What follows belongs to an exercise in optimizing a design on an open flow for small area, a short achievable clock period and few clock cycles; a production flow would make more cautious choices. RTL that was checked went through simulation tests only; none was proved equivalent to the original.

==> flow/design.v <==
module DCT(
	input                     clk,
	input                     rst_n,
	input                     in_valid,
	input  signed       [7:0] in_data,
	output logic              out_valid,
	output logic signed [9:0] out_data
);
function [35:0] csa;
	input [17:0] a, b, c;
	reg [17:0] s, k;
	begin
		s = a ^ b ^ c;
		k = (a & b) | (a & c) | (b & c);
		csa = {k[16:0], 1'b0, s};
	end
endfunction
function [17:0] padd;
	input [17:0] a, b;
	input        cin;
	reg [17:0] p, g, gg, pp, c;
	integer l, i, m;
	begin
		p = a ^ b;
		g = a & b;
		g[0] = g[0] | (p[0] & cin);
		gg = g;
		pp = p;
		for (l = 0; l < 5; l = l + 1)
			for (i = 0; i < 18; i = i + 1)
				if ((i >> l) & 1) begin
					m = ((i >> l) << l) - 1;
					gg[i] = gg[i] | (pp[i] & gg[m]);
					pp[i] = pp[i] & pp[m];
				end
		c = {gg[16:0], cin};
		padd = p ^ c;
	end
endfunction
logic [5:0] cnt;
always_ff @(posedge clk or negedge rst_n) begin
	if (!rst_n)
		cnt <= 6'd0;
	else if (cnt == 6'd0)
		cnt <= in_valid ? 6'd1 : 6'd0;
	else if (cnt == 6'd35)
		cnt <= 6'd0;
	else
		cnt <= cnt + 6'd1;
end
always_ff @(posedge clk or negedge rst_n) begin
	if (!rst_n)
		out_valid <= 1'b0;
	else
		out_valid <= (cnt >= 6'd20) && (cnt <= 6'd35);
end
logic [5:0] cm12;
logic [1:0] trow;      
logic       t1odd, s_pa, s_pbd, s_pba, s_qab, s_qad, s_qbc, t_add;
logic       rot, m2_ld, bank_ld, y2_ld, m_rot, kf;
logic [1:0] osel;      
assign cm12 = cnt - 6'd12;
assign trow = cm12[3:2];
always_ff @(posedge clk) begin
	t1odd   <= trow[0];
	s_pa    <= (trow == 2'd2);
	s_pbd   <= (trow == 2'd0);
	s_pba   <= (trow == 2'd2);
	s_qab   <= (trow == 2'd0);
	s_qad   <= (trow == 2'd1);
	s_qbc   <= (trow == 2'd0) || (trow == 2'd1);
	t_add   <= (trow == 2'd0);
	rot     <= (cnt >= 6'd15) && (cnt <= 6'd27);
	m2_ld   <= (cnt == 6'd17) || (cnt == 6'd21) || (cnt == 6'd25) || (cnt == 6'd29);
	bank_ld <= (cnt == 6'd18) || (cnt == 6'd22) || (cnt == 6'd26) || (cnt == 6'd30);
	y2_ld   <= (cnt == 6'd19) || (cnt == 6'd23) || (cnt == 6'd27) || (cnt == 6'd31);
	m_rot   <= (cnt == 6'd20) || (cnt == 6'd24) || (cnt == 6'd28) || (cnt == 6'd32);
	kf      <= (cnt == 6'd21) || (cnt == 6'd25) || (cnt == 6'd29) || (cnt == 6'd33);
	osel    <= cnt[1:0] + 2'd1;
end
logic signed [7:0] sr [0:15];
integer j;
always_ff @(posedge clk) begin
	sr[0] <= rot ? sr[15] : in_data;
	for (j = 1; j < 16; j = j + 1)
		sr[j] <= sr[j-1];
end
logic [7:0] ta, tb, tc, td;
logic [7:0] pa, pb, qa, qb;
logic       tsub;
assign ta = sr[0];
assign tb = sr[4];
assign tc = sr[8];
assign td = sr[12];
assign pa = s_pa ? tb : ta;
assign pb = s_pbd ? td : s_pba ? ta : tb;
assign qa = s_qab ? tb : s_qad ? td : tc;
assign qb = s_qbc ? tc : td;
assign tsub = ~t_add;
logic [17:0] p1w, q1w;
assign p1w = padd({{10{pa[7]}}, pa}, {{10{pb[7] ^ tsub}}, pb ^ {8{tsub}}}, tsub);
assign q1w = padd({{10{qa[7]}}, qa}, {{10{qb[7] ^ tsub}}, qb ^ {8{tsub}}}, tsub);
logic [8:0] tp, tqv;
logic       teven;
always_ff @(posedge clk) begin
	tp    <= p1w[8:0];
	tqv   <= q1w[8:0];
	teven <= ~t1odd;
end
logic [17:0] xp, xq, xt1, xt2, xt3, xt4, xt5, xt6;
logic [17:0] xs1, xc1, xs2, xc2, xs3, xc3, xs, xc;
assign xp  = {{9{tp[8]}}, tp};
assign xq  = {{9{tqv[8]}}, tqv};
assign xt1 = xp << 6;
assign xt2 = teven ? (xq << 6) : (xq << 5);
assign xt3 = teven ? 18'd0 : (xp << 4);
assign xt4 = teven ? 18'd0 : (xp << 1);
assign xt5 = teven ? 18'd0 : xp;
assign xt6 = teven ? 18'd0 : (xq << 1);
assign {xc1, xs1} = csa(xt1, xt2, xt3);
assign {xc2, xs2} = csa(xt4, xt5, xt6);
assign {xc3, xs3} = csa(xs1, xc1, xs2);
assign {xc,  xs}  = csa(xs3, xc3, xc2);
logic [15:0] ts, tc2;
always_ff @(posedge clk) begin
	ts  <= xs[15:0];
	tc2 <= xc[15:0];
end
logic [17:0] tx, txb, tsb, tcb, tt;
assign tx = padd({2'd0, ts}, {2'd0, tc2}, 1'b0);
assign {tcb, tsb} = csa({2'd0, ts}, {2'd0, tc2}, 18'd127);
assign txb = padd(tsb, tcb, 1'b0);
assign tt = tx[15] ? {9'd0, txb[15:7]} : {9'd0, tx[15:7]};
logic [8:0] tq [0:3];
always_ff @(posedge clk) begin
	tq[0] <= tt[8:0];
	tq[1] <= tq[0];
	tq[2] <= tq[1];
	tq[3] <= tq[2];
end
logic [17:0] t0e, t1e, t2e, t3e;
assign t3e = {{9{tq[0][8]}}, tq[0]};
assign t2e = t3e;
assign t1e = {{9{tq[1][8]}}, tq[1]};
assign t0e = {{9{tq[3][8]}}, tq[3]};
logic [17:0] e1n, o1n, o0n;
assign e1n = padd(t1e, t2e, 1'b0);
assign o1n = padd(t1e, ~t2e, 1'b1);
assign o0n = padd(t0e, ~t3e, 1'b1);
logic [10:0] e1r;
always_ff @(posedge clk)
	e1r <= e1n[10:0];
logic [17:0] e1x, as0, ac0, as2, ac2, s0, s2;
assign e1x = {{7{e1r[10]}}, e1r};
assign {ac0, as0} = csa(t0e, t3e, e1x);
assign {ac2, as2} = csa(t0e, t3e, ~e1x);
assign s0 = padd(as0, ac0, 1'b0);
assign s2 = padd(as2, ac2, 1'b1);
logic [9:0]  y0r, y2a, y2r, m1, m2;
logic        y0f, y2af;
logic [17:0] y2i;
assign y2i = padd({8'd0, y2a}, 18'd0, y2af);
always_ff @(posedge clk) begin
	y0r  <= s0[10:1];
	y0f  <= s0[11] & s0[0];
	y2a  <= s2[10:1];
	y2af <= s2[11] & s2[0];
	if (y2_ld) begin
		y2r <= y2i[9:0];
	end
	if (bank_ld)
		m1 <= o0n[9:0];
	else if (m_rot)
		m1 <= ~m2;
	if (m2_ld)
		m2 <= o1n[9:0];
	else if (m_rot)
		m2 <= m1;
end
logic [17:0] zm1, zm2, zk;
logic [17:0] zs1, zc1, zs2, zc2, zs3, zc3, zs4, zc4, zs, zc;
assign zm1 = {{8{m1[9]}}, m1};
assign zm2 = {{8{m2[9]}}, m2};
assign zk  = kf ? 18'd83 : 18'd0;
assign {zc1, zs1} = csa(zm1 << 6, zm1 << 4, zm1 << 1);
assign {zc2, zs2} = csa(zm1, zm2 << 5, zm2 << 1);
assign {zc3, zs3} = csa(zs1, zc1, zs2);
assign {zc4, zs4} = csa(zs3, zc3, zc2);
assign {zc,  zs}  = csa(zs4, zc4, zk);
logic [16:0] zsr, zcr;
always_ff @(posedge clk) begin
	zsr <= zs[16:0];
	zcr <= zc[16:0];
end
logic [17:0] z, zb, zsb, zcb, y0i;
logic [9:0]  zt;
assign z = padd({1'b0, zsr}, {1'b0, zcr}, 1'b0);
assign {zcb, zsb} = csa({1'b0, zsr}, {1'b0, zcr}, 18'd127);
assign zb = padd(zsb, zcb, 1'b0);
assign zt = z[16] ? zb[16:7] : z[16:7];
assign y0i = padd({8'd0, y0r}, 18'd0, y0f);
always_ff @(posedge clk) begin
	case (osel)
		2'd0: out_data <= y0i[9:0];
		2'd2: out_data <= y2r;
		default: out_data <= zt;
	endcase
end
endmodule
Settings: LEC_CHECK=0, CAP_MARGIN=20, CORE_MARGIN=2, CORE_UTILIZATION=40, SLEW_MARGIN=20; clock period 10.5 ns.
run.sh (not shown) runs the stock make flow with config.mk's settings and CLKGATE_MAP_FILE= SYNTH_SCRIPT=/design/flow/synth_recipe.tcl, a recipe that flattens the netlist after the stock synthesis.
Rerun with:
--- a/flow/design.v
+++ b/flow/design.v
@@ -56,9 +56,9 @@
 end
 logic [5:0] cm12;
 logic [1:0] trow;      
 logic       t1odd, s_pa, s_pbd, s_pba, s_qab, s_qad, s_qbc, t_add;
-logic       rot, m2_ld, bank_ld, y2_ld, m_rot, kf;
+logic       rot, m2_ld, bank_ld, m_rot, kf;
 logic [1:0] osel;      
 assign cm12 = cnt - 6'd12;
 assign trow = cm12[3:2];
 always_ff @(posedge clk) begin
@@ -72,9 +72,8 @@
 	t_add   <= (trow == 2'd0);
 	rot     <= (cnt >= 6'd15) && (cnt <= 6'd27);
 	m2_ld   <= (cnt == 6'd17) || (cnt == 6'd21) || (cnt == 6'd25) || (cnt == 6'd29);
 	bank_ld <= (cnt == 6'd18) || (cnt == 6'd22) || (cnt == 6'd26) || (cnt == 6'd30);
-	y2_ld   <= (cnt == 6'd19) || (cnt == 6'd23) || (cnt == 6'd27) || (cnt == 6'd31);
 	m_rot   <= (cnt == 6'd20) || (cnt == 6'd24) || (cnt == 6'd28) || (cnt == 6'd32);
 	kf      <= (cnt == 6'd21) || (cnt == 6'd25) || (cnt == 6'd29) || (cnt == 6'd33);
 	osel    <= cnt[1:0] + 2'd1;
 end
@@ -125,13 +124,11 @@
 always_ff @(posedge clk) begin
 	ts  <= xs[15:0];
 	tc2 <= xc[15:0];
 end
-logic [17:0] tx, txb, tsb, tcb, tt;
+logic [17:0] tx, tt;
 assign tx = padd({2'd0, ts}, {2'd0, tc2}, 1'b0);
-assign {tcb, tsb} = csa({2'd0, ts}, {2'd0, tc2}, 18'd127);
-assign txb = padd(tsb, tcb, 1'b0);
-assign tt = tx[15] ? {9'd0, txb[15:7]} : {9'd0, tx[15:7]};
+assign tt = padd({9'd0, tx[15:7]}, 18'd0, tx[15] & (tx[6:0] != 7'd0));
 logic [8:0] tq [0:3];
 always_ff @(posedge clk) begin
 	tq[0] <= tt[8:0];
 	tq[1] <= tq[0];
@@ -155,19 +152,16 @@
 assign {ac0, as0} = csa(t0e, t3e, e1x);
 assign {ac2, as2} = csa(t0e, t3e, ~e1x);
 assign s0 = padd(as0, ac0, 1'b0);
 assign s2 = padd(as2, ac2, 1'b1);
-logic [9:0]  y0r, y2a, y2r, m1, m2;
-logic        y0f, y2af;
-logic [17:0] y2i;
-assign y2i = padd({8'd0, y2a}, 18'd0, y2af);
-always_ff @(posedge clk) begin
-	y0r  <= s0[10:1];
-	y0f  <= s0[11] & s0[0];
-	y2a  <= s2[10:1];
-	y2af <= s2[11] & s2[0];
-	if (y2_ld) begin
-		y2r <= y2i[9:0];
+logic [9:0] y0r, y2r, m1, m2;
+logic       y0f, y2f;
+always_ff @(posedge clk) begin
+	y0r <= s0[10:1];
+	y0f <= s0[11] & s0[0];
+	if (bank_ld) begin
+		y2r <= s2[10:1];
+		y2f <= s2[11] & s2[0];
 	end
 	if (bank_ld)
 		m1 <= o0n[9:0];
 	else if (m_rot)
@@ -191,19 +185,19 @@
 always_ff @(posedge clk) begin
 	zsr <= zs[16:0];
 	zcr <= zc[16:0];
 end
-logic [17:0] z, zb, zsb, zcb, y0i;
-logic [9:0]  zt;
+logic [17:0] z, od;
+logic [9:0]  om;
+logic        of;
 assign z = padd({1'b0, zsr}, {1'b0, zcr}, 1'b0);
-assign {zcb, zsb} = csa({1'b0, zsr}, {1'b0, zcr}, 18'd127);
-assign zb = padd(zsb, zcb, 1'b0);
-assign zt = z[16] ? zb[16:7] : z[16:7];
-assign y0i = padd({8'd0, y0r}, 18'd0, y0f);
-always_ff @(posedge clk) begin
+always_comb begin
 	case (osel)
-		2'd0: out_data <= y0i[9:0];
-		2'd2: out_data <= y2r;
-		default: out_data <= zt;
+		2'd0: begin om = y0r; of = y0f; end
+		2'd2: begin om = y2r; of = y2f; end
+		default: begin om = z[16:7]; of = z[16] & (z[6:0] != 7'd0); end
 	endcase
 end
+assign od = padd({8'd0, om}, 18'd0, of);
+always_ff @(posedge clk)
+	out_data <= od[9:0];
 endmodule
- The changed run went through all stages and came out clean
- routed wire length came out lower by 15%
- fmax fell by 7.6%
- area after synthesis goes down by 9.2%
- via count shrinks by 12%
- global-route usage fell by 0.63 points
- clock skew went up by 7.1 ps
- setup slack gets worse by 280 ps
- final area goes down by 8.4%
- sequential share of layout area rises by 2.2 points
No run of this note included a check of the RTL's function; only the layout flow was run.


== the reference run ==
DCT, a different RTL version from the one above (not shown whole).
For scale: ~1,300 cells after synthesis, roughly 330 flip-flops, ~22 I/O pins, ~16,000 um^2 of cells after synthesis.
make LEC_CHECK=0 CAP_MARGIN=20 CORE_MARGIN=2 CORE_UTILIZATION=60 CTS_CLUSTER_DIAMETER=100 CTS_CLUSTER_SIZE=30 SLEW_MARGIN=20 finish   # period 10.5 ns
The reference run: done, clean on timing, DRC and antenna
Testbench counts of the reference run, summed over its fixed seeds: cycles 8,704.
What the trial run does differently from the reference run at the input level:
--- a/flow/design.v
+++ b/flow/design.v
@@ -31,35 +31,14 @@
 				if ((i >> l) & 1) begin
 					m = ((i >> l) << l) - 1;
 					gg[i] = gg[i] | (pp[i] & gg[m]);
 					pp[i] = pp[i] & pp[m];
 				end
 		c = {gg[16:0], cin};
 		padd = p ^ c;
-	end
-endfunction
-function [35:0] paddc;
-	input [17:0] a, b;
-	reg [17:0] p, g, gg, pp, c0, c1;
-	integer l, i, m;
-	begin
-		p = a ^ b;
-		g = a & b;
-		gg = g;
-		pp = p;
-		for (l = 0; l < 5; l = l + 1)
-			for (i = 0; i < 18; i = i + 1)
-				if ((i >> l) & 1) begin
-					m = ((i >> l) << l) - 1;
-					gg[i] = gg[i] | (pp[i] & gg[m]);
-					pp[i] = pp[i] & pp[m];
-				end
-		c0 = {gg[16:0], 1'b0};
-		c1 = {gg[16:0] | pp[16:0], 1'b1};
-		paddc = {p ^ c1, p ^ c0};
 	end
 endfunction
 logic [5:0] cnt;
 always_ff @(posedge clk or negedge rst_n) begin
 	if (!rst_n)
 		cnt <= 6'd0;
 	else if (cnt == 6'd0)
@@ -216,33 +195,31 @@
 logic [17:0] zs1, zc1, zs2, zc2, zs3, zc3, zs, zc;
 assign zm1 = {8'd0, ~m1[9], m1[8:0]};
 assign zm2 = {8'd0, ~m2[9], m2[8:0]};
 assign {zc1, zs1} = csa(zm1 << 6, zm1 << 4, zm1 << 1);
 assign {zc2, zs2} = csa(zm1, zm2 << 5, zm2 << 1);
 assign {zc3, zs3} = csa(zs1, zc1, zs2);
 assign {zc,  zs}  = csa(zs3, zc3, zc2);
-logic [8:0] zlo;
-assign zlo = {2'd0, zs[6:0]} + {2'd0, zc[6:0]} + (kf ? 9'd83 : 9'd0);
-logic [9:0] zsh, zch;
-logic [1:0] zc7;
-logic       znz;
-always_ff @(posedge clk) begin
-	zsh <= zs[16:7];
-	zch <= zc[16:7];
-	zc7 <= zlo[8:7];
-	znz <= (zlo[6:0] != 7'd0);
-end
-logic [17:0] uk, us, uc;
-logic [35:0] uu;
+logic [16:0] zsr, zcr;
+logic        kf2;
+always_ff @(posedge clk) begin
+	zsr <= zs[16:0];
+	zcr <= zc[16:0];
+	kf2 <= kf;
+end
+logic [17:0] z, zb, zsb, zcb, y0i;
 logic [9:0]  zt;
-assign uk = {8'd0, 10'h22C | {8'd0, zc7}};
-assign {uc, us} = csa({8'd0, zsh}, {8'd0, zch}, uk);
-assign uu = paddc(us, uc);
-assign zt = (uu[9] & znz) ? uu[27:18] : uu[9:0];
-logic [17:0] y0i;
+logic [17:0] zka, zkb, zsa, zca;
+assign zka = kf2 ? 18'h11653 : 18'h11600;
+assign zkb = kf2 ? 18'h116D2 : 18'h1167F;
+assign {zca, zsa} = csa({1'b0, zsr}, {1'b0, zcr}, zka);
+assign {zcb, zsb} = csa({1'b0, zsr}, {1'b0, zcr}, zkb);
+assign z  = padd(zsa, zca, 1'b0);
+assign zb = padd(zsb, zcb, 1'b0);
+assign zt = z[16] ? zb[16:7] : z[16:7];
 assign y0i = padd({8'd0, y0r}, 18'd0, y0f);
 always_ff @(posedge clk) begin
 	case (osel)
 		2'd0: out_data <= y0i[9:0];
 		2'd2: out_data <= y2r;
 		default: out_data <= zt;
 	endcase
Notes after the runs:
- Clock-buffer cell count for the trial run is higher than for the reference run.
- Against the reference run, detailed-route via count in the trial run rose by a few percent.
- Compared to the reference run, the trial run has worst setup slack 5.9 ps higher.
- Against the reference run, the trial run reports a cell area that is higher.
- Diff the trial run and the reference run: area after synthesis higher in the trial run
- Initial standard-cell utilization of the core in the trial run is 0.72 points above the reference run.
- There was hardly any difference in share of the yosys chip area belonging to registers between the trial run and the reference run.
Only the layout flow was run in the trial run; the RTL was not checked for function there.

[static timing again, ports no longer ideal]
No port has a modelled driver above. Below, the same layouts with a new extraction and two added sets of constraints.
Step 1 assumes that a clkbuf_16 drives the clock port and a buf_2 every other input.
Step 2 also shifts input and output timing later by t, the mid clock arrival at the registers, as if the neighbouring blocks saw the same clock.
a / b / c = ideal / step 1 / step 2; a / b = the first two.
| run | t, ns | setup slack, ns | hold WS [ns] | worst slew at a driven data input, ns |
|---|---|---|---|---|
| the first run of note 1 | 0.569 | 7.043 / 6.993 / 7.234 | 0.324 / 0.324 / 0.324 | 0.03 |
| the second run of note 1 | 0.573 | 6.761 / 6.761 / 6.761 | 0.313 / 0.313 / 0.313 | 0.03 |
| the reference run | 0.554 | 6.907 / 6.907 / 6.907 | 0.325 / 0.325 / 0.325 | 0.03 |
| the trial run | 0.544 | 6.913 / 6.913 / 6.913 | 0.329 / 0.329 / 0.329 | 0.06 |
After both steps every run listed still meets setup and hold.
